Source: an optimization exercise on an open RTL-to-GDS flow (aim: small area, a short achievable clock period and few clock cycles per item). Production flows keep margins and buffers that such runs may drop.
The RTL was checked by simulation tests, not by an equivalence proof against the original design.
No activity file was given, so power comes from the tool's default toggle rates.

==> flow/design.v <==
`timescale 1ns/100ps
module cache_controller(
    input [31:0] current_instruction,
    input clock,
    input reset,
    input [127:0] inst_readdata,
    input inst_BUSY,
    output reg inst_read,
    output [31:0] output_instr,
    output reg [5:0] inst_address,
    output reg BUSY
);
    reg         cache_VALID [7:0];
    reg [2:0]   cache_TAG   [7:0];
    reg [127:0] cache_DATA  [7:0];
    reg         idle_rd;         
    reg         done;            
    reg [7:0]   line_we;         
    reg [3:0]   word_rd;         
    reg [31:0]  out_q;
    wire [9:0] address = current_instruction[9:0];
    wire       fetch   = |current_instruction;
    wire       HIT     = cache_VALID[address[6:4]] && (cache_TAG[address[6:4]] == address[9:7]);
    wire       ready   = idle_rd && !done;
    wire read_d = idle_rd ? (ready && fetch && !HIT) : inst_BUSY;
    wire done_d = idle_rd ? (ready && fetch && HIT) : !inst_BUSY;
    reg [31:0] out_d;
    integer l, w;
    always @(*) begin
        out_d = 32'd0;
        for (l = 0; l < 8; l = l + 1)
            for (w = 0; w < 4; w = w + 1)
                out_d = out_d | ({32{idle_rd && address[6:4] == l && address[3:2] == w}}
                                 & cache_DATA[l][32*w +: 32]);
        for (w = 0; w < 4; w = w + 1)
            out_d = out_d | ({32{word_rd[w]}} & inst_readdata[32*w +: 32]);
    end
    integer i;
    always @(posedge clock or posedge reset) begin
        if (reset) begin
            idle_rd   <= 1'b1;
            done      <= 1'b0;
            inst_read <= 1'b0;
            line_we   <= 8'd0;
        end else begin
            idle_rd   <= !read_d;
            done      <= done_d;
            inst_read <= read_d;
            for (i = 0; i < 8; i = i + 1)
                line_we[i] <= read_d && address[6:4] == i;
        end
    end
    always @(posedge clock) begin
        for (i = 0; i < 4; i = i + 1)
            word_rd[i] <= read_d && address[3:2] == i;
        BUSY         <= !done_d;
        inst_address <= address[9:4];
        out_q        <= out_d;
    end
    assign output_instr = out_q;
    always @(posedge clock or posedge reset) begin
        if (reset) begin
            for (i = 0; i < 8; i = i + 1)
                cache_VALID[i] <= 1'b0;
        end else begin
            for (i = 0; i < 8; i = i + 1)
                if (line_we[i]) cache_VALID[i] <= 1'b1;
        end
    end
    always @(posedge clock) begin
        for (i = 0; i < 8; i = i + 1)
            if (line_we[i]) begin
                cache_DATA[i] <= inst_readdata;
                cache_TAG[i]  <= address[9:7];
            end
    end
endmodule
==> flow/config.mk <==
export PLATFORM = sky130hd
export DESIGN_NAME = cache_controller
export DESIGN_NICKNAME = cache_controller
export VERILOG_FILES = /design/flow/design.v
export SDC_FILE = /design/flow/constraint.sdc
export NUM_CORES = 4
export LEC_CHECK = 0
export CAP_MARGIN = 20
export CORE_MARGIN = 2
export CORE_UTILIZATION = 40
export PLACE_DENSITY = 0.6
export SETUP_SLACK_MARGIN = 4.0
export SLEW_MARGIN = 20
==> flow/constraint.sdc <==
create_clock -name core_clock -period 6.5 [get_ports {clock}]
set_input_delay 1.3000 -clock core_clock [delete_from_list [all_inputs] [get_ports {clock}]]
set_output_delay 1.3000 -clock core_clock [all_outputs]
set_load 0.01 [all_outputs]
standard.sh (not shown) runs the stock make flow with config.mk's settings and CLKGATE_MAP_FILE= SYNTH_SCRIPT=/design/flow/synth_recipe.tcl, a recipe that flattens the netlist after the stock synthesis.
==> flow/flow/run.sh <==
#!/bin/bash
# The standard layout, with plain buffers on the ports instead of the
# delay cells buffer_ports picks by default. make's output goes to
# make_finish.log; each ORFS step logs under orfs/logs/.
set -euo pipefail
bash standard.sh \
    BUFFER_PORTS_ARGS="-buffer_cell sky130_fd_sc_hd__buf_2" \
    finish > make_finish.log 2>&1
The first run went through all stages and came out clean.
Testbench counts at the start, summed over its fixed seeds: cycles 16,611, requests 6,400.
==> next run, changes <==
--- a/flow/config.mk
+++ b/flow/config.mk
@@ -9,4 +9,6 @@
 export CORE_MARGIN = 2
-export CORE_UTILIZATION = 40
-export PLACE_DENSITY = 0.6
+export CORE_UTILIZATION = 55
+export CTS_CLUSTER_DIAMETER = 80
+export CTS_CLUSTER_SIZE = 25
+export PLACE_DENSITY = 0.7
 export SETUP_SLACK_MARGIN = 4.0
Outcome: The changed run ran to the end with no violations; power went down by about a fifth; worst hold slack barely changes; combinational power stays flat; clock skew decreases by 0.013 ns; cell count drops by roughly a tenth.
==> next run, changes <==
--- a/flow/config.mk
+++ b/flow/config.mk
@@ -13,3 +13,3 @@
 export PLACE_DENSITY = 0.7
-export SETUP_SLACK_MARGIN = 4.0
+export SETUP_SLACK_MARGIN = 4.4
 export SLEW_MARGIN = 20
After rerunning: Wire length came out higher by about 9%. Register-to-register slack is about the same. Via count came out higher by 6.0%. Combinational power came out higher by about 19%.

re-timing with driven ports:
The flow's constraints put no driver on any port. The routed layouts listed below were extracted and timed again, unchanged, in two steps.
Step 1 (the two cells are an assumption about what drives the block):
set clk [get_ports {clock}]
set_driving_cell -lib_cell sky130_fd_sc_hd__clkbuf_16 $clk
set_driving_cell -lib_cell sky130_fd_sc_hd__buf_2 [delete_from_list [all_inputs] $clk]
Step 2 moves the port delays by t, midway between the first and last clock arrival at a register: inputs arrive t later, outputs are due t later. That takes back most of the time a late clock gives input paths.
Slacks: ideal ports / drivers / drivers and shift; pairs: ideal ports / drivers.
run	t (ns)	setup slack, ns	hold slack, ns	slew at the worst register clock pin (ns)
the first run	0.750	3.885 / 3.828 / 3.078	0.468 / 0.468 / 0.468	0.07 / 0.07
the second run	0.706	3.954 / 3.848 / 3.142	0.470 / 0.470 / 0.470	0.11 / 0.11
the third run	0.724	3.920 / 3.739 / 3.015	0.475 / 0.475 / 0.475	0.11 / 0.11
After both steps every run listed still meets setup and hold. The setup slack of the third run, which loses most, moves by -0.181 ns with the drivers and by -0.905 ns with both steps.
